Source: an optimization exercise on an open RTL-to-GDS flow (aim: small area, a short achievable clock period and few clock cycles). Production flows keep margins and buffers that such runs may drop.
No functional check of the RTL was part of any run shown here.

## flow/run.sh

```bash
#!/bin/bash
# Layout flow: the standard synthesis, then the standard layout with
# the timing repair told to keep a setup margin, so that it closes the design
# at a shorter period than the 20 ns constraint, and with the ports buffered
# by plain buffers (which the repair may then resize); the flip-flops that
# drive output ports are placed next to the ports' buffers. Each step's full
# output goes to a log file of its own here.
set -euo pipefail
MARGIN=14.9
bash standard.sh synth > synth.log 2>&1
bash standard.sh SETUP_SLACK_MARGIN=$MARGIN "BUFFER_PORTS_ARGS=-buffer_cell sky130_fd_sc_hd__buf_2" "POST_GLOBAL_PLACE_TCL=$PWD/flow/place_io_flops.tcl" "CTS_ARGS=-sink_clustering_enable -repair_clock_nets -sink_clustering_size 20 -sink_clustering_max_diameter 100 -dont_use_dummy_load" finish > layout.log 2>&1
```

## flow/place_io_flops.tcl

```tcl
# After global placement: put each flip-flop that drives an output port's
# buffer next to that buffer, so the flop-to-port path has a short wire.
# Detailed placement legalizes the moved cells afterwards.
set block [ord::get_db_block]
set moved 0
foreach bterm [$block getBTerms] {
  if {[$bterm getIoType] ne "OUTPUT"} { continue }
  set net [$bterm getNet]
  if {$net eq "NULL"} { continue }
  set buf ""
  foreach it [$net getITerms] {
    if {[$it isOutputSignal]} { set buf [$it getInst] }
  }
  if {$buf eq ""} { continue }
  set ff ""
  foreach it [$buf getITerms] {
    if {![$it isInputSignal]} { continue }
    set n2 [$it getNet]
    if {$n2 eq "NULL"} { continue }
    foreach jt [$n2 getITerms] {
      if {[$jt isOutputSignal] && [[[$jt getInst] getMaster] isSequential]} { set ff [$jt getInst] }
    }
  }
  if {$ff eq ""} { continue }
  set loc [$buf getLocation]
  $ff setLocation [lindex $loc 0] [lindex $loc 1]
  incr moved
}
puts "place_io_flops: moved $moved flip-flops next to their output buffers"
```

## standard.sh

```bash
#!/bin/bash
# synth_recipe.tcl (not shown) runs the flow's synth.tcl, then flattens the netlist and writes it again
# the make line also repeats each setting of config.mk as NAME=value (left out here)
make -C /OpenROAD-flow-scripts/flow DESIGN_CONFIG=/design/flow/config.mk WORK_HOME=/design/flow/orfs CLKGATE_MAP_FILE= SYNTH_SCRIPT=/design/flow/synth_recipe.tcl "${@:-finish}"
```

## config.mk

```make
export PLATFORM = sky130hd
export DESIGN_NAME = sha256_v2
export DESIGN_NICKNAME = sha256_v2
export VERILOG_FILES = /design/flow/design.v
export SDC_FILE = /design/flow/constraint.sdc
export NUM_CORES = 8
export LEC_CHECK = 0
export ABC_AREA = 1
export CAP_MARGIN = 20
export CORE_MARGIN = 2
export CORE_UTILIZATION = 60
export CTS_CLUSTER_DIAMETER = 100
export CTS_CLUSTER_SIZE = 20
export SLEW_MARGIN = 20
```

## constraint.sdc

```tcl
create_clock -name core_clock -period 20.0 [get_ports {i_clk}]
set_input_delay 4.0000 -clock core_clock [delete_from_list [all_inputs] [get_ports {i_clk}]]
set_output_delay 4.0000 -clock core_clock [all_outputs]
set_load 0.01 [all_outputs]
```

## design.v

```verilog
module sha256_counter_data_v2 (
    input wire        i_clk,
    input wire        i_rst,
    input wire        clr_data,
    input wire        cnt_data_en,
    output reg [4:0]  counter_data
);
    always @(posedge i_clk or negedge i_rst) begin
        if (!i_rst) begin
            counter_data <= 0;
        end else begin
            if (clr_data) counter_data <= 0;
            else if (cnt_data_en) counter_data <= counter_data + 5'd1;
            else counter_data <= counter_data;
        end
    end
endmodule
module sha256_counter_i_v2 (
    input wire        i_clk,
    input wire        i_rst,
    input wire        clr_i,
    input wire        cnt_i_en,
    output reg [7:0]  i
);
    always @(posedge i_clk or negedge i_rst) begin
        if (!i_rst) begin
            i <= 0;
        end else begin
            if (clr_i) i <= 0;
            else if (cnt_i_en) i <= i + 8'd1;
            else i <= i;
        end
    end
endmodule
module sha256_counter_j_v2 (
    input wire        i_clk,
    input wire        i_rst,
    input wire        clr_j,
    input wire        cnt_j_en,
    output reg [6:0]  j
);
    always @(posedge i_clk or negedge i_rst) begin
        if (!i_rst) begin
            j <= 0;
        end else begin
            if (clr_j) j <= 0;
            else if (cnt_j_en) j <= j + 7'd1;
            else j <= j;
        end
    end
endmodule
module sha256_functions_v2 (
    input  wire [6:0]  j,
    output wire [31:0] k_j
);
    assign k_j   = func_k(j);
    function [31:0] func_k;
        input [6:0] j;
        begin
            case (j)
                7'd0:  func_k = 32'h71374491;
                7'd1:  func_k = 32'hb5c0fbcf;
                7'd2:  func_k = 32'he9b5dba5;
                7'd3:  func_k = 32'h3956c25b;
                7'd4:  func_k = 32'h59f111f1;
                7'd5:  func_k = 32'h923f82a4;
                7'd6:  func_k = 32'hab1c5ed5;
                7'd7:  func_k = 32'hd807aa98;
                7'd8:  func_k = 32'h12835b01;
                7'd9:  func_k = 32'h243185be;
                7'd10: func_k = 32'h550c7dc3;
                7'd11: func_k = 32'h72be5d74;
                7'd12: func_k = 32'h80deb1fe;
                7'd13: func_k = 32'h9bdc06a7;
                7'd14: func_k = 32'hc19bf174;
                7'd15: func_k = 32'he49b69c1;
                7'd16: func_k = 32'hefbe4786;
                7'd17: func_k = 32'h0fc19dc6;
                7'd18: func_k = 32'h240ca1cc;
                7'd19: func_k = 32'h2de92c6f;
                7'd20: func_k = 32'h4a7484aa;
                7'd21: func_k = 32'h5cb0a9dc;
                7'd22: func_k = 32'h76f988da;
                7'd23: func_k = 32'h983e5152;
                7'd24: func_k = 32'ha831c66d;
                7'd25: func_k = 32'hb00327c8;
                7'd26: func_k = 32'hbf597fc7;
                7'd27: func_k = 32'hc6e00bf3;
                7'd28: func_k = 32'hd5a79147;
                7'd29: func_k = 32'h06ca6351;
                7'd30: func_k = 32'h14292967;
                7'd31: func_k = 32'h27b70a85;
                7'd32: func_k = 32'h2e1b2138;
                7'd33: func_k = 32'h4d2c6dfc;
                7'd34: func_k = 32'h53380d13;
                7'd35: func_k = 32'h650a7354;
                7'd36: func_k = 32'h766a0abb;
                7'd37: func_k = 32'h81c2c92e;
                7'd38: func_k = 32'h92722c85;
                7'd39: func_k = 32'ha2bfe8a1;
                7'd40: func_k = 32'ha81a664b;
                7'd41: func_k = 32'hc24b8b70;
                7'd42: func_k = 32'hc76c51a3;
                7'd43: func_k = 32'hd192e819;
                7'd44: func_k = 32'hd6990624;
                7'd45: func_k = 32'hf40e3585;
                7'd46: func_k = 32'h106aa070;
                7'd47: func_k = 32'h19a4c116;
                7'd48: func_k = 32'h1e376c08;
                7'd49: func_k = 32'h2748774c;
                7'd50: func_k = 32'h34b0bcb5;
                7'd51: func_k = 32'h391c0cb3;
                7'd52: func_k = 32'h4ed8aa4a;
                7'd53: func_k = 32'h5b9cca4f;
                7'd54: func_k = 32'h682e6ff3;
                7'd55: func_k = 32'h748f82ee;
                7'd56: func_k = 32'h78a5636f;
                7'd57: func_k = 32'h84c87814;
                7'd58: func_k = 32'h8cc70208;
                7'd59: func_k = 32'h90befffa;
                7'd60: func_k = 32'ha4506ceb;
                7'd61: func_k = 32'hbef9a3f7;
                7'd62: func_k = 32'hc67178f2;
                default: func_k = 32'h428a2f98;
            endcase
        end
    endfunction
endmodule
module sha256_padding_v2_top (
    input  wire [3:0]  i_k,
    input  wire        i_lo,         
    input  wire        i_first,      
    input  wire        i_last,       
    input  wire        i_padblk,     
    input  wire [7:0]  i_N,
    input  wire [8:0]  i_bit_miss,
    input  wire [16:0] i_len,        
    output wire [31:0] o_keep,
    output wire [31:0] o_set
);
    wire [3:0] q  = i_bit_miss[8:5];
    wire [4:0] s  = i_bit_miss[4:0];
    wire [3:0] kb = ~q;                           
    wire act_p = i_lo & i_padblk;
    wire act_l = i_lo & i_last & ~i_padblk;
    wire cut0  = (i_N == 8'd1) & (q == 4'd15);    
    wire full = i_first ? ~cut0 : (~act_p & (~act_l | (i_k < kb)));
    wire bnd  = i_first ? cut0  : (act_l & (i_k == kb));
    wire p31  = ~i_first & ((act_l & (i_k == kb + 4'd1) & (q != 4'd0) & (s == 5'd0)) |
                            (act_p & (i_k == 4'd0) & (i_bit_miss == 9'd0)));
    wire lenw = ~i_first & (i_k == 4'd15) & (act_p | (act_l & (i_bit_miss > 9'd64)));
    wire [31:0] mask_b = {32{1'b1}} << s;
    wire [31:0] pad_b  = (mask_b >> 1) & ~mask_b;    
    assign o_keep = {32{full}} | ({32{bnd}} & mask_b);
    assign o_set  = ({32{bnd}} & pad_b) | {p31, 31'd0} | ({32{lenw}} & {15'd0, i_len});
endmodule
module sha256_scheduler_v2 (
    input  wire [31:0] w0,
    input  wire [31:0] w1,
    input  wire [31:0] w9,
    input  wire [31:0] w14,
    output wire [31:0] w_new
);
    wire [31:0] sg0 = {w1[6:0], w1[31:7]} ^ {w1[17:0], w1[31:18]} ^ (w1 >> 3);
    wire [31:0] sg1 = {w14[16:0], w14[31:17]} ^ {w14[18:0], w14[31:19]} ^ (w14 >> 10);
    wire [31:0] y1s = w0 ^ w9 ^ sg0;
    wire [31:0] y1c = {(w0[30:0] & w9[30:0]) | (w0[30:0] & sg0[30:0]) | (w9[30:0] & sg0[30:0]), 1'b0};
    wire [31:0] y2s = y1s ^ y1c ^ sg1;
    wire [31:0] y2c = {(y1s[30:0] & y1c[30:0]) | (y1s[30:0] & sg1[30:0]) | (y1c[30:0] & sg1[30:0]), 1'b0};
    assign w_new = y2s + y2c;
endmodule
module sha256_v2(
    input wire i_clk,
    input wire i_rst,
    input wire i_write,
    input wire [7:0] i_N,
    input wire [8:0] i_bit_miss,
    input wire i_read,
    input wire [31:0] i_data,
    output reg [31:0] o_data,
    output reg o_done
);
    localparam [255:0] IV = {32'h6a09e667, 32'hbb67ae85, 32'h3c6ef372, 32'ha54ff53a,
                             32'h510e527f, 32'h9b05688c, 32'h1f83d9ab, 32'h5be0cd19};
    reg        wr_r;         
    reg        rd_r;         
    reg [7:0]  n_r;          
    reg [8:0]  bm_r;         
    reg [6:0]  t;            
    reg        padblk;       
    reg [7:0]  blk;          
    reg        last_r;       
    reg        ro_en;        
    reg [2:0]  rc;           
    reg [31:0] keep_r;       
    reg [31:0] set_r;        
    reg        first;        
    wire last     = last_r & ~padblk;
    wire need_pad = (bm_r <= 9'd64);
    wire t_lo     = ~t[6] & ~t[5] & ~t[4];           
    wire rnd_en   = t_lo ? (wr_r | padblk) : ~t[6];   
    wire t64      = t[6];
    wire msg_end  = padblk | (last & ~need_pad);     
    wire fin      = t64 & msg_end;
    wire fin63    = (t == 7'd63) & msg_end;          
    wire ring_add = t64 | (t[5] & t[4] & t[3] & t[2] & (t[1] | t[0]));  
    wire iv_ld    = (t == 7'd0) & first & ~wr_r;
    wire [6:0] t_nx      = rnd_en ? t + 7'd1 : (t64 ? 7'd0 : t);
    wire       padblk_nx = t64 ? (~fin & (last | padblk)) : padblk;
    wire [7:0] blk_nx    = ~t64 ? blk : (fin ? 8'd0 : (last ? blk : blk + 8'd1));
    wire       last_nx   = (n_r == blk_nx + 8'd1);
    wire       lo_nx     = ~t_nx[6] & ~t_nx[5] & ~t_nx[4];
    wire [31:0] keep_nx, set_nx;
    sha256_padding_v2_top u_pad (
        .i_k(t_nx[3:0]),
        .i_lo(lo_nx),
        .i_first((t_nx == 7'd0) & (blk_nx == 8'd0) & ~padblk_nx),
        .i_last(last_nx),
        .i_padblk(padblk_nx),
        .i_N(i_N),
        .i_bit_miss(i_bit_miss),
        .i_len({n_r, 9'd0} - {8'd0, bm_r}),
        .o_keep(keep_nx),
        .o_set(set_nx)
    );
    always @(posedge i_clk or negedge i_rst) begin
        if (!i_rst) begin
            wr_r   <= 1'b0;
            t      <= 7'd0;
            padblk <= 1'b0;
            blk    <= 8'd0;
            ro_en  <= 1'b0;
            first  <= 1'b1;
        end else begin
            wr_r   <= i_write;
            t      <= t_nx;
            padblk <= padblk_nx;
            blk    <= blk_nx;
            ro_en  <= fin63 | (ro_en & ((t == 7'd0) | t64));
            first  <= (blk_nx == 8'd0) & ~padblk_nx;
        end
    end
    always @(posedge i_clk) begin
        rd_r   <= i_read;
        o_done <= ((t == 7'd63) & ~last & ~padblk) | ((t == 7'd62) & msg_end);
        n_r    <= i_N;
        bm_r   <= i_bit_miss;
        last_r <= last_nx;
        keep_r <= keep_nx;
        set_r  <= set_nx;
        if (fin63) rc <= 3'd0;
        else if (ro_en & rd_r & (rc != 3'd7)) rc <= rc + 3'd1;
    end
    reg [31:0] W [0:15];
    wire [31:0] wt;       
    wire [31:0] w_new;
    assign wt = (W[15] & keep_r) | set_r;
    sha256_scheduler_v2 u_sched (
        .w0(W[0]), .w1(W[1]), .w9(W[9]), .w14(W[14]),
        .w_new(w_new)
    );
    wire w15_sched = rnd_en & (t >= 7'd15) & (t <= 7'd62);
    integer i;
    always @(posedge i_clk) begin
        if (rnd_en) begin
            for (i = 0; i < 14; i = i + 1) W[i] <= W[i+1];
            W[14] <= wt;
        end
        W[15] <= w15_sched ? w_new : i_data;
    end
    reg [31:0] a, b, c, d, e, f, g, hk;
    reg [31:0] HA0, HA1, HA2, HA3, HE0, HE1, HE2, HE3;
    wire [31:0] kc_nx;
    sha256_functions_v2 u_k (.j(t), .k_j(kc_nx));
    wire [31:0] s0  = {a[1:0], a[31:2]} ^ {a[12:0], a[31:13]} ^ {a[21:0], a[31:22]};
    wire [31:0] s1  = {e[5:0], e[31:6]} ^ {e[10:0], e[31:11]} ^ {e[24:0], e[31:25]};
    wire [31:0] ch  = (e & f) ^ (~e & g);
    wire [31:0] maj = (a & b) | (a & c) | (b & c);
    wire [31:0] p_s = hk ^ wt ^ ch;
    wire [31:0] p_c = {(hk[30:0] & wt[30:0]) | (hk[30:0] & ch[30:0]) | (wt[30:0] & ch[30:0]), 1'b0};
    wire [31:0] m_s = s1 ^ s0 ^ maj;
    wire [31:0] m_c = {(s1[30:0] & s0[30:0]) | (s1[30:0] & maj[30:0]) | (s0[30:0] & maj[30:0]), 1'b0};
    wire [31:0] ea_s = p_s ^ p_c ^ d;
    wire [31:0] ea_c = {(p_s[30:0] & p_c[30:0]) | (p_s[30:0] & d[30:0]) | (p_c[30:0] & d[30:0]), 1'b0};
    wire [31:0] eb_s = ea_s ^ ea_c ^ s1;
    wire [31:0] eb_c = {(ea_s[30:0] & ea_c[30:0]) | (ea_s[30:0] & s1[30:0]) | (ea_c[30:0] & s1[30:0]), 1'b0};
    wire [31:0] aa_s = p_s ^ p_c ^ m_s;
    wire [31:0] aa_c = {(p_s[30:0] & p_c[30:0]) | (p_s[30:0] & m_s[30:0]) | (p_c[30:0] & m_s[30:0]), 1'b0};
    wire [31:0] ab_s = aa_s ^ aa_c ^ m_c;
    wire [31:0] ab_c = {(aa_s[30:0] & aa_c[30:0]) | (aa_s[30:0] & m_c[30:0]) | (aa_c[30:0] & m_c[30:0]), 1'b0};
    wire [31:0] a_new = ab_s + ab_c;
    wire [31:0] e_new = eb_s + eb_c;
    reg [31:0] iva, ive;
    always @(*) begin
        case (t[1:0])
            2'd0: begin iva = IV[255:224]; ive = IV[127:96]; end
            2'd1: begin iva = IV[159:128]; ive = IV[31:0];   end
            2'd2: begin iva = IV[191:160]; ive = IV[63:32];  end
            default: begin iva = IV[223:192]; ive = IV[95:64]; end
        endcase
    end
    wire [31:0] add_a = (first ? iva : HA3) + a;
    wire [31:0] add_e = (first ? ive : HE3) + e;
    wire [31:0] hk_nx = (t64 ? HE2 : g) + kc_nx;
    wire s_rnd = rnd_en, s_ld = t64, s_iv = iv_ld;
    wire s_hold = ~(s_rnd | s_ld | s_iv);
    wire [31:0] m_rnd = {32{s_rnd}}, m_ld = {32{s_ld}}, m_iv = {32{s_iv}}, m_hold = {32{s_hold}};
    always @(posedge i_clk) begin
        a  <= (m_rnd & a_new) | (m_ld & add_a) | (m_iv & IV[255:224]) | (m_hold & a);
        b  <= (m_rnd & a)     | (m_ld & HA0)   | (m_iv & IV[223:192]) | (m_hold & b);
        c  <= (m_rnd & b)     | (m_ld & HA1)   | (m_iv & IV[191:160]) | (m_hold & c);
        d  <= (m_rnd & c)     | (m_ld & HA2)   | (m_iv & IV[159:128]) | (m_hold & d);
        e  <= (m_rnd & e_new) | (m_ld & add_e) | (m_iv & IV[127:96])  | (m_hold & e);
        f  <= (m_rnd & e)     | (m_ld & HE0)   | (m_iv & IV[95:64])   | (m_hold & f);
        g  <= (m_rnd & f)     | (m_ld & HE1)   | (m_iv & IV[63:32])   | (m_hold & g);
        hk <= ((m_rnd | m_ld) & hk_nx) | (m_iv & (IV[31:0] + 32'h428a2f98)) | (m_hold & hk);
    end
    always @(posedge i_clk) begin
        if (ring_add) begin
            HA0 <= add_a; HA1 <= HA0; HA2 <= HA1; HA3 <= HA2;
            HE0 <= add_e; HE1 <= HE0; HE2 <= HE1; HE3 <= HE2;
        end
    end
    always @(posedge i_clk) begin
        if (t64) o_data <= add_a;
        else begin
            case (rc)
                3'd0: o_data <= HA0;
                3'd1: o_data <= HA1;
                3'd2: o_data <= HA2;
                3'd3: o_data <= HA3;
                3'd4: o_data <= HE0;
                3'd5: o_data <= HE1;
                3'd6: o_data <= HE2;
                default: o_data <= HE3;
            endcase
        end
    end
endmodule
```

==> run_results.csv, run 1 <==
group,metric,value,unit
cells_and_area,final_cell_area,66450,sq um
clock_tree,holdBufCountCts,0,
placed_design,post-dp-hpwl,170300,um
route,firstDrtPassIters,8,
yosys,yosysTopAreaCell,"edfxtp_1",
route,m1WireLength,84540,um
global_route,grt_pass1_wl,325700,um
yosys,yosysUniqueCellTypes,71,
critical_path,path_cells,"inv_1 -> xor2_1 -> fa_1 -> inv_1 -> fa_1 -> fa_1 -> ha_1 -> nand2_1 -> nor4_2 -> nand3_1 -> nand3_1 -> a31oi_1 -> xnor2_1 -> o211ai_1",
clock_tree,cts_sinks,1162,
cells_and_area,fin_util,64.48,%
yosys,synth_common_cells,"nand2_1 (1035), inv_1 (814), edfxtp_1 (736)",
route,antenna_left,0,
critical_path,worstPathMaxFanout,6,
critical_path,crit_arrival,5720,ps
cells_and_area,largest_register_ffs,512,
yosys,synth_area_leaders,"edfxtp_1 (36%), dfxtp_1 (13%), fa_1 (6.9%)",
floorplanning,die-area,106100,sq um
cells_and_area,largest_register,"W",
sta,min_period,5216,ps
critical_path,crit_buf_inv,2,
cells_and_area,drive_gt1_share,7.589,%
placed_design,place_ws,13470,ps
floorplanning,die_h,325.7,um
clock_tree,cts_tree,"yes",
sta,worst_slew_pin_slew,1147,ps
critical_path,crit_type,"flop to flop",
yosys,syn_nets,6866,
global_route,antenna_found_initial,14,
global_route,grt_pass1_vias,46950,
global_route,overflow,0,
sta,max_freq,0.1917,GHz
worst_hold_path,hp-class,"flop to flop",
sta,maxSlewHeadroom,22.71,%
critical_path,startpoint_type,"flop",
route,drt_iter0_markers,7645,
critical_path,crit_required,20510,ps
route,drc,0,
sta,rsz0062_at_grt,"yes",
yosys,yosysWarnings,4,
critical_path,critPathSlowestCell,"dfxtp_1",
placed_design,placed_cells,7638,
route,wl_met2,98610,um
route,avgRoutedWirePerCell,29.59,um
route,top_layer_used,"met5",
global_route,grt_use_total,42.55,%
yosys,yosysSeqAreaShare,49.48,%
sta,maxSlewViolCount,0,
yosys,synthCells,6358,
global_route,grt_max_degree,183,
yosys,synth_area,62090,sq um
sta,finalHoldViolCount,0,
outcome,status,"timing/DRC/antenna clean",
sta,worst_slack,14780,ps
yosys,async_flop_share,1.635,%
route,wl_met3,27250,um
clock_tree,worstSkewPairLatency,690,ps
route,vias,49520,
clock_tree,cts-root-buf,"clkbuf_16",
critical_path,endpoint_kind,"flop",
route,totalWireLength,228900,um
clock_tree,cts_max_path_buffers,3,
critical_path,crit_top_cell,"fa_1",
yosys,syn_area_per_cell,9.766,sq um
cells_and_area,final_cells,7736,
yosys,yosysTopAreaCellShare,35.59,%
sta,worst_clock_skew,84.15,ps
critical_path,path_delay_family,"adder cells",
cells_and_area,fin_nets,6861,
clock_tree,ctsHtreeMaxLevel,3,
sta,setup_viol,0,
route,vias_per_cell,6.402,
sta,period_share,26.08,%
job,drv_cap,0,
yosys,synth-seq-cells,1162,
cells_and_area,synthToLayoutAreaGrowth,7.012,%
floorplanning,start_util,60.25,%
floorplanning,fp.coreArea,103100,sq um
floorplanning,chipWidth,325.7,um
floorplanning,num_io_pins,86,
clock_tree,path_clk_slew,90,ps
critical_path,max_stage_delay,680,ps
sta,finalSetupTns,0,ps
placed_design,dpl_cell_area,63920,sq um
clock_tree,cts_buffers,70,
yosys,synth.most_common_cell,"nand2_1",
yosys,synth-edff-count,736,
placed_design,io_buffers,85,
yosys,ys.flop_type,"edfxtp_1",
floorplanning,rows,118,
[layer usage]
layer / up-vias / GRT usage, %
met5: - / 0
met4: 6 / 28.31
met3: 784 / 10.14
met2: 3476 / 63.14
met1: 23660 / 55.90
li1: 21600 / -
[cell type report]
type / count / area, sq um
fillers: 8331 / 36610
flip-flops and latches: 1162 / 30800
multi-input cells: 4123 / 27770
inverters: 832 / 3158
clock buffers: 70 / 1752
well taps: 1380 / 1727
repair buffers: 164 / 1227
diodes: 5 / 12.51
[path summary, 6_finish.rpt]
check	cells past startpoint	start	slack, ps	to
setup / recovery	14	e[26]	14780	a[31]
hold / removal	0	W[13][21]	410	W[12][21]
setup reg to reg	14	e[26]	14780	a[31]
hold reg to reg	0	W[13][21]	410	W[12][21]
max in group asynchronous	1	i_rst	16250	t[3]
min in group asynchronous	1	i_rst	3290	blk[6]
[cell families (layout without fill, tap and decap cells)]
kind of cell | after synthesis | after routing | synth area share [%]
simple gates | 1810 | 1810 | 12.34
compound gates | 1445 | 1446 | 14.01
flops | 1162 | 1162 | 49.48
buf+inv | 1074 | 1066 | 6.593
fa+ha+maj | 455 | 455 | 11.74
xor+xnor | 412 | 412 | 5.824
other cells | 0 | 5 | 0
[layout by cell type, fill, tap and decap left out, drive strengths merged, types with 7 or more instances in the layout]
master	count
xnor2	159
a21boi	11
a211oi	8
xor2	253
nor4	18
a21oi	424
o21a	22
o31ai	11
a22o	21
nor2	375
nand2	1041
a22oi	72
o2111ai	15
or2	40
o311ai	11
o21ai	528
a32o	11
dfxtp	407
o22ai	17
buf	164
nand3b	11
o211ai	64
and2	7
o21bai	9
nor3	64
ha	242
edfxtp	736
a31oi	39
o221ai	36
clkbuf	70
nand4	57
dfrtp	18
inv	827
nand3	194
a21o	33
fa	213
a221oi	101
[stage by stage]
step	hold WS, ps
detailed placement	404.5
floorplan	400.3
global placement	400.2
CTS	399.2
finish	406.4
global route	405.0
[timing repair]
item / CTS / global route
resized for setup: 55 / 117
setup buffers: 6 / 16
cloned: 1 / 0
setup endpoints to repair: 170 / 357
pin swaps: 2 / 8
==> inputs of run 2 (changes only) <==
==> flow/run.sh (replaced) <==
#!/bin/bash
# Layout flow: the standard synthesis, then the standard layout with
# the timing repair told to keep a setup margin, so that it closes the design
# at a shorter period than the 20 ns constraint, and with the ports buffered
# by plain buffers (which the repair may then resize); the flip-flops that
# drive output ports are placed next to the ports' buffers. Each step's full
# output goes to a log file of its own here. The repair after global routing
# keeps a larger margin, for what detailed routing adds.
set -euo pipefail
MARGIN=14.9
GRT_MARGIN=15.05
bash standard.sh synth > synth.log 2>&1
ARGS=("BUFFER_PORTS_ARGS=-buffer_cell sky130_fd_sc_hd__buf_2" "POST_GLOBAL_PLACE_TCL=$PWD/flow/place_io_flops.tcl" "CTS_ARGS=-sink_clustering_enable -repair_clock_nets -sink_clustering_size 20 -sink_clustering_max_diameter 100 -dont_use_dummy_load")
bash standard.sh SETUP_SLACK_MARGIN=$MARGIN "${ARGS[@]}" cts > layout.log 2>&1
bash standard.sh SETUP_SLACK_MARGIN=$GRT_MARGIN "${ARGS[@]}" finish > layout2.log 2>&1
==> run_results.csv, run 2 <==
group,metric,value,unit
outcome,status,"timing/DRC/antenna clean",
clock_tree,cts_max_path_buffers,3,
floorplanning,rows,118,
yosys,yosysSeqAreaShare,49.48,%
route,avgRoutedWirePerCell,29.66,um
route,firstDrtPassIters,9,
critical_path,worstPathMaxFanout,1,
critical_path,critPathSlowestCell,"dfxtp_1",
floorplanning,start_util,60.25,%
yosys,yosysTopAreaCell,"edfxtp_1",
yosys,synth.most_common_cell,"nand2_1",
critical_path,endpoint_kind,"primary output",
route,antenna_left,0,
critical_path,max_stage_delay,320,ps
clock_tree,cts_tree,"yes",
yosys,yosysWarnings,4,
yosys,yosysUniqueCellTypes,71,
cells_and_area,fill_cells,8261,
worst_hold_path,hp-class,"flop to flop",
yosys,ys.flop_type,"edfxtp_1",
clock_tree,worstSkewPairLatency,690,ps
critical_path,crit_cells,1,
critical_path,path_cells,"buf_2",
cells_and_area,fin_util,65.03,%
floorplanning,num_io_pins,86,
sta,holdWs,409.1,ps
critical_path,crit_type,"flop to primary output",
cells_and_area,final_cell_mix,"nand2_1 (1021), inv_1 (801), edfxtp_1 (736)",
yosys,synth-seq-cells,1162,
clock_tree,cts_buffers,70,
route,vias,49900,
sta,max_freq,0.1955,GHz
sta,setup_viol,0,
yosys,synth_area_leaders,"edfxtp_1 (36%), dfxtp_1 (13%), fa_1 (6.9%)",
critical_path,crit_arrival,1120,ps
clock_tree,cts_sinks,1162,
yosys,synth_area,62090,sq um
cells_and_area,final_common_cell,"nand2_1",
yosys,async_flop_share,1.635,%
yosys,synth-edff-count,736,
yosys,synth_common_cells,"nand2_1 (1035), inv_1 (814), edfxtp_1 (736)",
global_route,grt_pass1_wl,325700,um
floorplanning,die-area,106100,sq um
worst_hold_path,hold_depth,0,
cells_and_area,largest_register_ffs,512,
yosys,synthCells,6358,
cells_and_area,synthToLayoutAreaGrowth,7.937,%
route,drc,0,
global_route,grt_pass1_vias,46950,
critical_path,crit_buf_inv,1,
cells_and_area,drive_gt1_share,8.726,%
clock_tree,cts-root-buf,"clkbuf_16",
sta,finalHoldViolCount,0,
placed_design,post-dp-hpwl,170300,um
global_route,antenna_found_initial,14,
route,totalWireLength,230100,um
sta,maxSlewViolCount,0,
sta,worst_clock_skew,83.55,ps
sta,rsz0062_at_grt,"yes",
critical_path,crit_required,16000,ps
sta,finalSetupTns,0,ps
job,drv_cap,0,
global_route,grt_use_total,42.55,%
global_route,grt_max_degree,183,
route,vias_per_cell,6.433,
global_route,overflow,0,
critical_path,startpoint_type,"flop",
cells_and_area,fin_nets,6882,
cells_and_area,largest_register,"W",
critical_path,path_delay_family,"flip-flops",
floorplanning,chipWidth,325.7,um
yosys,syn_nets,6866,
critical_path,reg2reg_depth,17,
sta,maxSlewHeadroom,19.29,%
placed_design,io_buffers,85,
floorplanning,fp.coreArea,103100,sq um
floorplanning,die_h,325.7,um
sta,worst_slew_pin_slew,1211,ps
clock_tree,ctsHtreeMaxLevel,3,
route,drt_iter0_markers,7621,
sta,min_period,5116,ps
clock_tree,holdBufCountCts,0,
clock_tree,path_clk_slew,90,ps
yosys,syn_area_per_cell,9.766,sq um
sta,period_share,25.58,%
yosys,yosysTopAreaCellShare,35.59,%
[run 2: final timing paths]
check                      slack, ps         end  startpoint
min in group asynchronous       3280      blk[6]       i_rst
hold reg to reg                  410    W[3][27]    W[4][27]
setup / recovery               14880  o_data[16]  o_data[16]
setup reg to reg               14990       e[30]       e[19]
max in group asynchronous      16250        t[3]       i_rst
hold / removal                   410    W[3][27]    W[4][27]
[run 2: what timing repair did]
| action | CTS | global route |
|---|---|---|
| buffers inserted | 6 | 32 |
| endpoints found under the setup margin | 170 | 463 |
| pin swaps | 2 | 19 |
| gates resized for setup | 55 | 209 |
| gates cloned | 1 | 5 |
[run 2: metrics by stage]
step | worst slack (ps) | instance area, sq um | std cells
2_1_floorplan | 14360 | 62350 | 6358
3_3_place_gp | 13530 | 63910 | 7637
3_5_place_dp | 13470 | 63920 | 7638
4_1_cts | 14870 | 65910 | 7715
5_1_grt | 14840 | 67010 | 7752
6_report | 14880 | 67020 | 7758
[run 2: worst register-to-register path: stages, from the launching register on]
cell	delay, ps
dfxtp_1	760
o21ai_0	250
fa_1	730
fa_1	480
inv_1	80
fa_1	410
ha_1	450
nand2_1	170
nor2_1	160
nand2_1	190
nor4_1	220
nand2_1	190
o211ai_1	280
nand2_1	120
o211ai_1	150
nand2_1	110
nand2_1	90
o211ai_1	90
[run 2: layout make-up]
class / count / area, sq um / area share [%]
inverter: 832 / 3158 / 4.712
sequential: 1162 / 30820 / 45.99
antenna: 6 / 15.01 / 0.02240
tap: 1380 / 1727 / 2.576
timing repair buffer: 182 / 1514 / 2.259
multi-input combinational: 4126 / 28040 / 41.83
clock buffer: 70 / 1752 / 2.614
[run 2: per-layer routing]
metal / track usage [%] / vias up / share of wire [%]
met5: 0 / - / 0.023
met4: 28.31 / 8 / 8.2
met3: 10.14 / 779 / 12
met2: 63.14 / 3593 / 43
met1: 55.90 / 23900 / 37
li1: - / 21630 / -
[run 2: cell families after synthesis]
kind of cell / synth area share (%)
xor gates and xnor gates: 5.824
and+or+nand+nor: 12.34
buffers and inverters: 6.593
AOI/OAI and AO/OA: 14.01
adders and majority gates: 11.74
DFF: 49.48
==> inputs of run 3 (changes only) <==
--- a/flow/run.sh
+++ b/flow/run.sh
@@ -8,8 +8,8 @@
 # keeps a larger margin, for what detailed routing adds.
 set -euo pipefail
 MARGIN=14.9
-GRT_MARGIN=15.05
+GRT_MARGIN=15.1
 bash standard.sh synth > synth.log 2>&1
-ARGS=("BUFFER_PORTS_ARGS=-buffer_cell sky130_fd_sc_hd__buf_2" "POST_GLOBAL_PLACE_TCL=$PWD/flow/place_io_flops.tcl" "CTS_ARGS=-sink_clustering_enable -repair_clock_nets -sink_clustering_size 20 -sink_clustering_max_diameter 100 -dont_use_dummy_load")
+ARGS=("MATCH_CELL_FOOTPRINT=0" "BUFFER_PORTS_ARGS=-buffer_cell sky130_fd_sc_hd__buf_2" "POST_GLOBAL_PLACE_TCL=$PWD/flow/place_io_flops.tcl" "CTS_ARGS=-sink_clustering_enable -repair_clock_nets -sink_clustering_size 20 -sink_clustering_max_diameter 100 -dont_use_dummy_load")
 bash standard.sh SETUP_SLACK_MARGIN=$MARGIN "${ARGS[@]}" cts > layout.log 2>&1
 bash standard.sh SETUP_SLACK_MARGIN=$GRT_MARGIN "${ARGS[@]}" finish > layout2.log 2>&1
==> run_results.csv, run 3 <==
group,metric,value,unit
floorplanning,start_util,60.25,%
placed_design,io_buffers,85,
route,firstDrtPassIters,8,
route,antenna_left,0,
yosys,ys.flop_type,"edfxtp_1",
sta,maxSlewHeadroom,13.13,%
cells_and_area,drive_gt1_share,9.480,%
sta,finalSetupTns,0,ps
global_route,grt_max_degree,140,
floorplanning,fp.coreArea,103100,sq um
yosys,async_flop_share,1.635,%
sta,rsz0062_at_grt,"yes",
yosys,yosysTopAreaCell,"edfxtp_1",
critical_path,worst_r2r_endpoint,"o_data[22]",
worst_hold_path,min_from,"W[13][30]",
route,drt_iter0_markers,8349,
cells_and_area,final_common_cell,"nand2_1",
yosys,synth_common_cells,"nand2_1 (1035), inv_1 (814), edfxtp_1 (736)",
sta,finalHoldViolCount,0,
clock_tree,path_clk_slew,90,ps
critical_path,path_cells,"buf_6",
sta,period_share,25.65,%
clock_tree,worstSkewPairLatency,680,ps
yosys,syn_nets,6866,
sta,max_freq,0.1949,GHz
yosys,yosysWarnings,4,
job,drv_cap,0,
cells_and_area,largest_register,"W",
clock_tree,cts_sinks,1162,
worst_hold_path,hold_end,"W[12][30]",
clock_tree,cts_tree,"yes",
route,avgRoutedWirePerCell,30.26,um
worst_hold_path,hold_depth,0,
sta,setup_viol,0,
route,vias,50470,
yosys,yosysSeqAreaShare,49.48,%
cells_and_area,largest_register_ffs,512,
critical_path,rrSetupSlack,15090,ps
critical_path,path_delay_family,"flip-flops",
global_route,grt_pass1_wl,330800,um
floorplanning,chipWidth,325.7,um
critical_path,max_stage_delay,330,ps
global_route,overflow,0,
global_route,grt_pass1_vias,47770,
critical_path,crit_buf_inv,1,
clock_tree,holdBufCountCts,0,
floorplanning,die-area,106100,sq um
route,drc,0,
yosys,synth.most_common_cell,"nand2_1",
floorplanning,die_h,325.7,um
sta,worst_slew_pin_slew,1303,ps
sta,min_period,5130,ps
critical_path,critPathSlowestCell,"dfxtp_2",
outcome,status,"timing/DRC/antenna clean",
clock_tree,cts-root-buf,"clkbuf_16",
floorplanning,num_io_pins,86,
critical_path,r2r_start,"t[1]",
yosys,yosysTopAreaCellShare,35.59,%
critical_path,crit_type,"flop to primary output",
clock_tree,cts_buffers,69,
route,vias_per_cell,6.498,
route,totalWireLength,235000,um
yosys,synthCells,6358,
global_route,antenna_found_initial,15,
cells_and_area,synthToLayoutAreaGrowth,8.278,%
critical_path,endpoint_kind,"primary output",
cells_and_area,final_cell_mix,"nand2_1 (1011), inv_1 (801), edfxtp_1 (736)",
yosys,syn_area_per_cell,9.766,sq um
critical_path,reg2reg_depth,20,
clock_tree,cts_max_path_buffers,3,
critical_path,startpoint_type,"flop",
critical_path,crit_arrival,1130,ps
sta,maxSlewViolCount,0,
placed_design,post-dp-hpwl,173500,um
floorplanning,rows,118,
yosys,synth_area_leaders,"edfxtp_1 (36%), dfxtp_1 (13%), fa_1 (6.9%)",
yosys,synth-edff-count,736,
cells_and_area,fin_nets,6892,
cells_and_area,fin_util,65.24,%
critical_path,crit_required,16000,ps
worst_hold_path,hp-class,"flop to flop",
critical_path,worstPathMaxFanout,1,
yosys,yosysUniqueCellTypes,71,
sta,worst_clock_skew,80.68,ps
yosys,synth_area,62090,sq um
clock_tree,ctsHtreeMaxLevel,3,
yosys,synth-seq-cells,1162,
global_route,grt_use_total,43.32,%
-- run 3: through the flow --
| stage | area, sq um | setup WS (ps) | cells | hold WS (ps) |
|---|---|---|---|---|
| 4_1_cts | 66010 | 14850 | 7722 | 388.8 |
| 5_1_grt | 67220 | 14840 | 7763 | 390.7 |
| 3_5_place_dp | 63930 | 13450 | 7640 | 404.5 |
| 2_1_floorplan | 62310 | 14380 | 6358 | 400.3 |
| 6_report | 67230 | 14870 | 7767 | 381.1 |
| 3_3_place_gp | 63930 | 13510 | 7640 | 400.4 |
-- run 3: kinds of logic (layout without fill, tap and decap cells) --
logic type	after synthesis	after routing	share of synthesized area, %
fa+ha+maj	455	455	11.74
simple gates	1810	1815	12.34
compound gates	1445	1446	14.01
flops	1162	1162	49.48
xor+xnor	412	412	5.824
buf+inv	1074	1092	6.593
other cells	0	5	0
-- run 3: cell type report --
class                           instances  area (sq um)
Clock buffer                           69          1727
Multi-Input combinational cell       4128         28200
Antenna cell                            5         12.51
Fill cell                            8262         35820
Sequential cell                      1162         30840
Timing Repair Buffer                  191          1570
Inverter                              832          3154
Tap cell                             1380          1727
-- run 3: worst max path at each step --
stage	start	endpoint	slack (ps)	cells past startpoint
detailed placement	i_N[2]	keep_r[30]	13450	6
CTS	o_data[21]	o_data[21]	14850	1
global route	o_data[21]	o_data[21]	14840	1
finish	o_data[21]	o_data[21]	14870	1
floorplan	t[0]	HA0[0]	14380	6
global placement	i_N[2]	keep_r[29]	13510	6
-- run 3: repair_timing --
item | CTS | global route
resized for setup | 70 | 259
hold endpoints to repair | 0 | 0
pin swaps | 4 | 28
endpoints found under the setup margin | 453 | 357
gates cloned | 2 | 6
setup buffers | 11 | 34
-- run 3: metal layers --
layer / up-vias / track usage, % / part of all wire (%) / routed length [um]
met2: 3800 / 63.37 / 42 / 99550
met3: 878 / 10.32 / 13 / 29830
met5: - / 0 / 0.024 / 57
met4: 6 / 30.90 / 8.7 / 20530
li1: 21660 / - / - / -
met1: 24130 / 56.87 / 36 / 85070
==> inputs of run 4 (changes only) <==
==> flow/run.sh (replaced) <==
#!/bin/bash
# Layout flow: the standard synthesis, then the standard layout with
# the timing repair told to keep a setup margin, so that it closes the design
# at a shorter period than the 20 ns constraint, and with the ports buffered
# by plain buffers (which the repair may then resize). Each step's full
# output goes to a log file of its own here. The repair after global routing
# keeps a larger margin, for what detailed routing adds.
set -euo pipefail
MARGIN=14.9
GRT_MARGIN=15.05
bash standard.sh synth > synth.log 2>&1
ARGS=("BUFFER_PORTS_ARGS=-buffer_cell sky130_fd_sc_hd__buf_2" "CTS_ARGS=-sink_clustering_enable -repair_clock_nets -sink_clustering_size 20 -sink_clustering_max_diameter 100 -dont_use_dummy_load")
bash standard.sh SETUP_SLACK_MARGIN=$MARGIN "${ARGS[@]}" cts > layout.log 2>&1
bash standard.sh SETUP_SLACK_MARGIN=$GRT_MARGIN "${ARGS[@]}" finish > layout2.log 2>&1
removed: flow/place_io_flops.tcl
==> run_results.csv, run 4 <==
group,metric,value,unit
yosys,synth_area,62090,sq um
sta,finalHoldViolCount,0,
route,antenna_left,0,
critical_path,worstPathMaxFanout,1,
clock_tree,holdBufCountCts,0,
floorplanning,chipWidth,325.7,um
clock_tree,cts_max_path_buffers,3,
critical_path,path_cells,"buf_6",
yosys,synth_compound_area_share,14.01,%
sta,rsz0062_at_grt,"yes",
yosys,yosysWarnings,4,
placed_design,post-dp-hpwl,170600,um
sta,maxSlewViolCount,0,
yosys,synthAdderAreaFrac,11.74,%
sta,maxSlewHeadroom,24.45,%
clock_tree,cts-root-buf,"clkbuf_16",
clock_tree,cts_sinks,1162,
worst_hold_path,min_from,"W[3][29]",
sta,setup_viol,0,
clock_tree,ctsHtreeMaxLevel,3,
yosys,synth_common_cells,"nand2_1 (1035), inv_1 (814), edfxtp_1 (736)",
yosys,ys.flop_type,"edfxtp_1",
route,drc,0,
worst_hold_path,hp-class,"flop to flop",
cells_and_area,synthToLayoutAreaGrowth,7.849,%
floorplanning,fp.coreArea,103100,sq um
worst_hold_path,hold_end,"W[2][29]",
critical_path,crit_arrival,1220,ps
cells_and_area,fin_nets,6880,
floorplanning,die_h,325.7,um
global_route,grt_pass1_wl,324300,um
yosys,synth-seq-cells,1162,
yosys,synth.most_common_cell,"nand2_1",
placed_design,io_buffers,85,
yosys,yosysUniqueCellTypes,71,
global_route,grt_max_degree,183,
clock_tree,cts_tree,"yes",
yosys,yosysTopAreaCellShare,35.59,%
cells_and_area,final_common_cell,"nand2_1",
yosys,synth_xor_area_share,5.824,%
floorplanning,num_io_pins,86,
yosys,async_flop_share,1.635,%
worst_hold_path,hold_depth,0,
yosys,synth_area_leaders,"edfxtp_1 (36%), dfxtp_1 (13%), fa_1 (6.9%)",
yosys,synth-edff-count,736,
route,vias,49760,
yosys,synth_top_family_by_area,"compound AO/OA/AOI/OAI gates",
clock_tree,worstSkewPairLatency,710,ps
global_route,antenna_found_initial,10,
critical_path,r2r_start,"a[22]",
yosys,syn_nets,6866,
sta,finalSetupTns,0,ps
yosys,synth_mux_area_share,0,%
floorplanning,die-area,106100,sq um
critical_path,crit_type,"flop to primary output",
route,avgRoutedWirePerCell,29.61,um
yosys,yosysTopAreaCell,"edfxtp_1",
route,totalWireLength,229500,um
cells_and_area,largest_register,"W",
placed_design,gp_congestion,1.059,
cells_and_area,drive_gt1_share,8.791,%
critical_path,crit_required,16000,ps
critical_path,rrSetupSlack,15000,ps
global_route,grt_use_total,42.47,%
yosys,yosysSeqAreaShare,49.48,%
critical_path,worst_r2r_endpoint,"a[31]",
cells_and_area,fill_cells,8231,
yosys,syn_area_per_cell,9.766,sq um
clock_tree,path_clk_slew,80,ps
sta,worst_clock_skew,97.24,ps
clock_tree,cts_buffers,70,
sta,min_period,5220,ps
yosys,synthSimpleGateAreaFrac,12.34,%
route,vias_per_cell,6.420,
sta,worst_slew_pin_slew,1121,ps
floorplanning,rows,118,
critical_path,critPathSlowestCell,"dfxtp_4",
critical_path,reg2reg_depth,16,
job,drv_cap,0,
route,firstDrtPassIters,7,
yosys,synthCells,6358,
sta,period_share,26.10,%
floorplanning,start_util,60.25,%
critical_path,max_stage_delay,400,ps
global_route,overflow,0,
outcome,status,"timing/DRC/antenna clean",
cells_and_area,largest_register_ffs,512,
critical_path,path_delay_family,"flip-flops",
route,drt_iter0_markers,7389,
critical_path,crit_buf_inv,1,
cells_and_area,final_cell_mix,"nand2_1 (1017), inv_1 (800), edfxtp_1 (736)",
sta,max_freq,0.1916,GHz
global_route,grt_pass1_vias,46550,
critical_path,startpoint_type,"flop",
critical_path,endpoint_kind,"primary output",
## run 4: cell counts after synthesis
Identical to the previous run, type by type.
## run 4: stage by stage
| stage | area (sq um) | utilization [%] | instances | worst slack [ps] | hold WS, ps |
|---|---|---|---|---|---|
| 4_1_cts | 65940 | 63.99 | 7717 | 14790 | 380.2 |
| 3_3_place_gp | 63910 | 62.01 | 7637 | 13530 | 400.2 |
| 2_1_floorplan | 62350 | - | 6358 | 14360 | 400.3 |
| 3_5_place_dp | 63920 | 62.02 | 7638 | 13460 | 404.5 |
| 6_report | 66970 | 64.98 | 7751 | 14780 | 379.2 |
| 5_1_grt | 66960 | 64.98 | 7750 | 14780 | 386.0 |
## run 4: how the worst max path moves through the flow
stage / start / to / cells after the start
finish: o_data[28] / o_data[28] / 1
global route: o_data[28] / o_data[28] / 1
CTS: o_data[28] / o_data[28] / 1
detailed placement: i_N[2] / keep_r[27] / 6
global placement: i_N[2] / keep_r[26] / 6
floorplan: t[0] / HA0[0] / 6
## run 4: cell families after synthesis
group / Yosys count
AOI/OAI and AO/OA: 1445
xor gates and xnor gates: 412
adders and majority gates: 455
buffers and inverters: 1074
DFF: 1162
and+or+nand+nor: 1810
## run 4: final cells by class
type                            instances  area [sq um]  share of cell area [%]
Antenna cell                            1         2.502                0.003737
Clock buffer                           70          1752                   2.616
Inverter                              832          3162                   4.722
Multi-Input combinational cell       4123         27990                   41.80
Sequential cell                      1162         30820                   46.02
Tap cell                             1380          1727                   2.578
Timing Repair Buffer                  183          1513                   2.259
## run 4: timing repair
action | 4_1_cts | 5_1_grt
endpoints found under the setup margin | 173 | 467
buffers inserted | 8 | 31
resized for setup | 60 | 211
cloned | 1 | 2
pin swaps | 3 | 16
## run 4: per-layer routing
| layer | track usage (%) | part of all wire [%] | vias up |
|---|---|---|---|
| met1 | 56.56 | 37 | 23820 |
| met5 | 0 | 0.011 | - |
| li1 | - | - | 21620 |
| met3 | 9.079 | 12 | 771 |
| met2 | 63.63 | 43 | 3544 |
| met4 | 26.81 | 7.9 | 4 |
## run 4: worst reg2reg max path, cell delays in order (launching register included)
cell and delay [ps]:
dfxtp_2 470, buf_4 280, nand2_1 80, nand2_1 60, o21ai_0 210, fa_1 600
inv_1 60, fa_1 550, fa_1 470, ha_1 470, nand2_1 180, nor4_2 440
nand3_1 170, nand3_2 180, a31oi_1 170, xnor2_1 330, o211ai_1 130
==> inputs of run 5 (changes only) <==
==> flow/run.sh (replaced) <==
#!/bin/bash
# Layout flow: the standard synthesis, then the standard layout with
# the timing repair told to keep a setup margin, so that it closes the design
# at a shorter period than the 20 ns constraint, and with the ports buffered
# by plain buffers (which the repair may then resize). Each step's full
# output goes to a log file of its own here.
set -euo pipefail
MARGIN=14.9
bash standard.sh synth > synth.log 2>&1
bash standard.sh SETUP_SLACK_MARGIN=$MARGIN "BUFFER_PORTS_ARGS=-buffer_cell sky130_fd_sc_hd__buf_2" "CTS_ARGS=-sink_clustering_enable -repair_clock_nets -sink_clustering_size 20 -sink_clustering_max_diameter 100 -dont_use_dummy_load" finish > layout.log 2>&1
==> run_results.csv, run 5 <==
group,metric,value,unit
route,drt_iter0_markers,7650,
yosys,synth-edff-count,736,
sta,holdWs,380.7,ps
global_route,grt_pass1_wl,324300,um
yosys,synth_area_leaders,"edfxtp_1 (36%), dfxtp_1 (13%), fa_1 (6.9%)",
yosys,ys.flop_type,"edfxtp_1",
global_route,grt_pass1_vias,46550,
yosys,async_flop_share,1.635,%
cells_and_area,synthToLayoutAreaGrowth,6.922,%
floorplanning,rows,118,
sta,worst_clock_skew,101.8,ps
yosys,synth_xor_area_share,5.824,%
sta,finalHoldViolCount,0,
sta,rsz0062_at_grt,"yes",
critical_path,crit_required,16000,ps
clock_tree,cts_tree,"yes",
job,drv_cap,0,
critical_path,worstPathMaxFanout,1,
critical_path,crit_cells,1,
floorplanning,chipWidth,325.7,um
yosys,syn_area_per_cell,9.766,sq um
route,totalWireLength,228800,um
global_route,antenna_found_initial,10,
worst_hold_path,hold_depth,0,
placed_design,place_ws,13460,ps
sta,max_freq,0.1920,GHz
cells_and_area,final_common_cell,"nand2_1",
yosys,synth_common_cells,"nand2_1 (1035), inv_1 (814), edfxtp_1 (736)",
clock_tree,ctsHtreeMaxLevel,3,
cells_and_area,multi_input_area,27770,sq um
sta,finalSetupTns,0,ps
yosys,synth_area,62090,sq um
global_route,overflow,0,
floorplanning,die-area,106100,sq um
critical_path,reg2reg_depth,14,
cells_and_area,largest_register,"W",
clock_tree,cts_buffers,70,
yosys,synth_top_family_by_area,"compound AO/OA/AOI/OAI gates",
yosys,syn_nets,6866,
cells_and_area,final_cells,7728,
critical_path,path_cells,"buf_6",
critical_path,crit_type,"flop to primary output",
floorplanning,start_util,60.25,%
placed_design,post-dp-hpwl,170600,um
yosys,synthCells,6358,
yosys,synthSimpleGateAreaFrac,12.34,%
critical_path,max_stage_delay,390,ps
critical_path,path_delay_family,"flip-flops",
yosys,synth_compound_area_share,14.01,%
cells_and_area,fin_nets,6857,
placed_design,io_buffers,85,
cells_and_area,drive_gt1_share,7.515,%
yosys,yosysTopAreaCell,"edfxtp_1",
sta,setup_viol,0,
yosys,yosysWarnings,4,
yosys,yosysSeqAreaShare,49.48,%
yosys,synth_mux_area_share,0,%
cells_and_area,largest_register_ffs,512,
sta,period_share,26.04,%
clock_tree,holdBufCountCts,0,
global_route,grt_max_degree,183,
placed_design,placed_cells,7638,
critical_path,crit_buf_inv,1,
yosys,synth.most_common_cell,"nand2_1",
cells_and_area,fill_cells,8308,
floorplanning,fp.coreArea,103100,sq um
cells_and_area,ff_latch_area,30800,sq um
route,antenna_left,0,
sta,maxSlewHeadroom,22.41,%
cells_and_area,final_cell_mix,"nand2_1 (1031), inv_1 (801), edfxtp_1 (736)",
clock_tree,path_clk_slew,80,ps
yosys,yosysUniqueCellTypes,71,
critical_path,crit_arrival,1210,ps
sta,min_period,5209,ps
route,avgRoutedWirePerCell,29.61,um
critical_path,critPathSlowestCell,"dfxtp_4",
placed_design,gp_congestion,1.059,
clock_tree,worstSkewPairLatency,710,ps
yosys,yosysTopAreaCellShare,35.59,%
yosys,synth-seq-cells,1162,
sta,maxSlewViolCount,0,
route,vias,49620,
clock_tree,cts_sinks,1162,
sta,worst_slew_pin_slew,1152,ps
sta,worst_slack,14790,ps
route,vias_per_cell,6.421,
outcome,status,"timing/DRC/antenna clean",
route,drc,0,
floorplanning,num_io_pins,86,
clock_tree,cts-root-buf,"clkbuf_16",
yosys,synthAdderAreaFrac,11.74,%
critical_path,endpoint_kind,"primary output",
route,firstDrtPassIters,9,
floorplanning,die_h,325.7,um
clock_tree,cts_max_path_buffers,3,
critical_path,startpoint_type,"flop",
global_route,grt_use_total,42.47,%
worst_hold_path,hp-class,"flop to flop",
## run 5: final cells by class
type | count | area share [%]
diodes | 1 | 0.003769
clock buffers | 70 | 2.638
inverters | 832 | 4.757
multi-input cells | 4123 | 41.83
flip-flops and latches | 1162 | 46.40
well taps | 1380 | 2.601
repair buffers | 160 | 1.775
## run 5: what timing repair did
action | CTS | global route
endpoints found under the setup margin | 173 | 283
gates resized for setup | 60 | 110
cloned | 1 | 0
pin swaps | 3 | 5
buffers inserted | 8 | 10
## run 5: per-layer routing
metal | track usage [%] | vias to the layer above | share of wire [%]
li1 | - | 21580 | -
met5 | 0 | - | 0.011
met2 | 63.63 | 3559 | 43
met3 | 9.079 | 730 | 12
met4 | 26.81 | 4 | 7.7
met1 | 56.56 | 23750 | 37
## run 5: kinds of logic (layout without fill, tap and decap cells)
family | after synthesis | count (layout)
other | 0 | 1
xor gates and xnor gates | 412 | 412
buffers and inverters | 1074 | 1062
adders and majority gates | 455 | 455
and+or+nand+nor | 1810 | 1810
AOI/OAI and AO/OA | 1445 | 1446
DFF | 1162 | 1162
## run 5: metrics by stage
stage / instance area, sq um / util (%)
final: 66390 / 64.42
after global routing: 66390 / 64.42
after CTS: 65940 / 63.99
after detailed placement: 63920 / 62.02
after global placement: 63910 / 62.01
after floorplan: 62350 / -
## run 5: worst paths after layout
kind                         endpoint  slack [ps]  startpoint
setup / recovery           o_data[28]       14790  o_data[28]
hold / removal               W[2][29]         380    W[3][29]
setup reg to reg                a[31]       14890        e[0]
hold reg to reg              W[2][29]         380    W[3][29]
max in group asynchronous        t[3]       16230       i_rst
min in group asynchronous      blk[7]        3280       i_rst
==> inputs of run 6 (changes only) <==
--- a/flow/run.sh
+++ b/flow/run.sh
@@ -7,4 +7,4 @@
 set -euo pipefail
 MARGIN=14.9
 bash standard.sh synth > synth.log 2>&1
-bash standard.sh SETUP_SLACK_MARGIN=$MARGIN "BUFFER_PORTS_ARGS=-buffer_cell sky130_fd_sc_hd__buf_2" "CTS_ARGS=-sink_clustering_enable -repair_clock_nets -sink_clustering_size 20 -sink_clustering_max_diameter 100 -dont_use_dummy_load" finish > layout.log 2>&1
+bash standard.sh SETUP_SLACK_MARGIN=$MARGIN MATCH_CELL_FOOTPRINT=0 "BUFFER_PORTS_ARGS=-buffer_cell sky130_fd_sc_hd__buf_2" "CTS_ARGS=-sink_clustering_enable -repair_clock_nets -sink_clustering_size 20 -sink_clustering_max_diameter 100 -dont_use_dummy_load" finish > layout.log 2>&1
==> run_results.csv, run 6 <==
group,metric,value,unit
critical_path,path_cells,"buf_6",
yosys,ys.flop_type,"edfxtp_1",
critical_path,path_delay_family,"flip-flops",
floorplanning,rows,118,
sta,worst_clock_skew,95.31,ps
critical_path,endpoint_kind,"primary output",
sta,setup_viol,0,
cells_and_area,final_cell_mix,"nand2_1 (1033), inv_1 (802), edfxtp_1 (736)",
clock_tree,cts_buffers,69,
cells_and_area,final_common_cell,"nand2_1",
route,antenna_left,0,
yosys,yosysTopAreaCell,"edfxtp_1",
critical_path,startpoint_type,"flop",
clock_tree,cts_tree,"yes",
cells_and_area,largest_register,"W",
clock_tree,cts_max_path_buffers,3,
yosys,synth-edff-count,736,
yosys,yosysUniqueCellTypes,71,
placed_design,placed_cells,7640,
route,firstDrtPassIters,7,
yosys,synth.most_common_cell,"nand2_1",
global_route,grt_pass1_vias,47770,
sta,maxSlewHeadroom,10.58,%
global_route,grt_pass1_wl,333300,um
yosys,async_flop_share,1.635,%
yosys,yosysWarnings,4,
critical_path,crit_required,16000,ps
yosys,yosysSeqAreaShare,49.48,%
yosys,syn_nets,6866,
clock_tree,ctsHtreeMaxLevel,3,
clock_tree,cts-root-buf,"clkbuf_16",
global_route,grt_use_total,43.70,%
route,drt_iter0_markers,8136,
route,drc,0,
sta,period_share,25.93,%
critical_path,worstPathMaxFanout,1,
critical_path,critPathSlowestCell,"dfxtp_4",
route,avgRoutedWirePerCell,30.36,um
placed_design,gp_congestion,1.050,
sta,min_period,5187,ps
yosys,synth_area,62090,sq um
sta,finalSetupTns,0,ps
global_route,grt_max_degree,140,
yosys,syn_area_per_cell,9.766,sq um
yosys,synth-seq-cells,1162,
floorplanning,die_h,325.7,um
floorplanning,fp.coreArea,103100,sq um
cells_and_area,drive_gt1_share,7.982,%
worst_hold_path,hp-class,"flop to flop",
job,drv_cap,0,
critical_path,max_stage_delay,410,ps
sta,maxSlewViolCount,0,
sta,worst_slew_pin_slew,1341,ps
cells_and_area,fill_cells,8351,
floorplanning,chipWidth,325.7,um
clock_tree,worstSkewPairLatency,710,ps
yosys,synth_common_cells,"nand2_1 (1035), inv_1 (814), edfxtp_1 (736)",
critical_path,crit_arrival,1190,ps
clock_tree,holdBufCountCts,0,
floorplanning,start_util,60.25,%
yosys,synthCells,6358,
floorplanning,die-area,106100,sq um
cells_and_area,fin_nets,6862,
sta,finalHoldViolCount,0,
yosys,synth_area_leaders,"edfxtp_1 (36%), dfxtp_1 (13%), fa_1 (6.9%)",
floorplanning,num_io_pins,86,
route,vias,50330,
outcome,status,"timing/DRC/antenna clean",
global_route,antenna_found_initial,13,
cells_and_area,largest_register_ffs,512,
sta,max_freq,0.1928,GHz
cells_and_area,final_cells,7736,
cells_and_area,synthToLayoutAreaGrowth,7.168,%
critical_path,crit_buf_inv,1,
route,vias_per_cell,6.506,
clock_tree,cts_sinks,1162,
route,totalWireLength,234800,um
critical_path,crit_type,"flop to primary output",
placed_design,post-dp-hpwl,173500,um
global_route,overflow,0,
placed_design,io_buffers,85,
yosys,yosysTopAreaCellShare,35.59,%
sta,rsz0062_at_grt,"yes",
clock_tree,path_clk_slew,90,ps
==> run 6: final timing paths <==
kind	from	to	slack [ps]	cells past startpoint
min in group asynchronous	i_rst	blk[0]	3320	1
worst max-delay path	o_data[26]	o_data[26]	14810	1
worst min register to register	W[13][30]	W[12][30]	400	0
worst min-delay path	W[13][30]	W[12][30]	400	0
worst max register to register	W[15][15]	a[29]	14840	15
max in group asynchronous	i_rst	t[6]	16190	1
==> run 6: final cells by class <==
type / instances / area, sq um / area share, %
Antenna cell: 4 / 10.01 / 0.01504
Clock buffer: 69 / 1727 / 2.595
Inverter: 832 / 3149 / 4.733
Multi-Input combinational cell: 4123 / 27790 / 41.76
Sequential cell: 1162 / 30830 / 46.34
Tap cell: 1380 / 1727 / 2.595
Timing Repair Buffer: 166 / 1306 / 1.963
==> run 6: per-stage QoR <==
stage | hold WS, ps | util [%] | worst slack (ps) | instance area, sq um
finish | 396.4 | 64.57 | 14810 | 66540
global route | 402.3 | 64.56 | 14810 | 66540
CTS | 378.2 | 64.16 | 14800 | 66120
detailed placement | 404.5 | 62.04 | 13480 | 63930
global placement | 400.4 | 62.04 | 13510 | 63930
floorplan | 400.3 | - | 14380 | 62310
==> run 6: routing by layer <==
metal | wire length (um) | GRT usage [%]
met4 | 21830 | 32.39
met1 | 84520 | 57.12
met5 | 13 | 0
met2 | 99110 | 63.58
met3 | 29370 | 10.49
==> run 6: logic make-up after synthesis <==
kind of cell             count (synthesis)  share of synthesized area [%]
AO/OA/AOI/OAI                         1445                          14.01
XOR/XNOR                               412                          5.824
adder cells (fa/ha/maj)                455                          11.74
buffers and inverters                 1074                          6.593
flip-flops                            1162                          49.48
AND/OR/NAND/NOR                       1810                          12.34
==> run 6: what timing repair did <==
action                                 in CTS  in global routing
gates resized for setup                    87                119
endpoints found under the hold margin       0                  0
cloned                                      3                  0
pin swaps                                   4                  4
buffers inserted                           13                  7
setup endpoints to repair                 444                249

==> separate check: timing with driven ports <==
How much do the figures lean on ideal ports? The routed layouts below were timed once more, with nothing changed but the port constraints.
Step 1 sets driving cells, clkbuf_16 on the clock port and buf_2 on the other inputs (assumed; they add their load-dependent delay and slew).
Step 2 also shifts input and output timing later by t, the mid clock arrival at the registers, as if the neighbouring blocks saw the same clock.
Slacks: ideal / step 1 / step 2; pairs: ideal / step 1.
run | shift t [ns] | slack for setup (ns) | worst data-port slew with drivers (ns)
run 1 | 0.728 | 14.784 / 14.784 / 14.302 | 0.05
run 2 | 0.728 | 14.884 / 14.806 / 14.192 | 0.07
run 3 | 0.727 | 14.870 / 14.788 / 14.323 | 0.07
run 4 | 0.740 | 14.780 / 14.701 / 14.327 | 0.05
run 5 | 0.738 | 14.791 / 14.712 / 14.373 | 0.05
run 6 | 0.744 | 14.813 / 14.730 / 14.292 | 0.07
After both steps setup and hold are still met in every run listed. For run 2, which loses most, drivers alone change the setup slack by -0.078 ns; drivers and shift together by -0.692 ns.
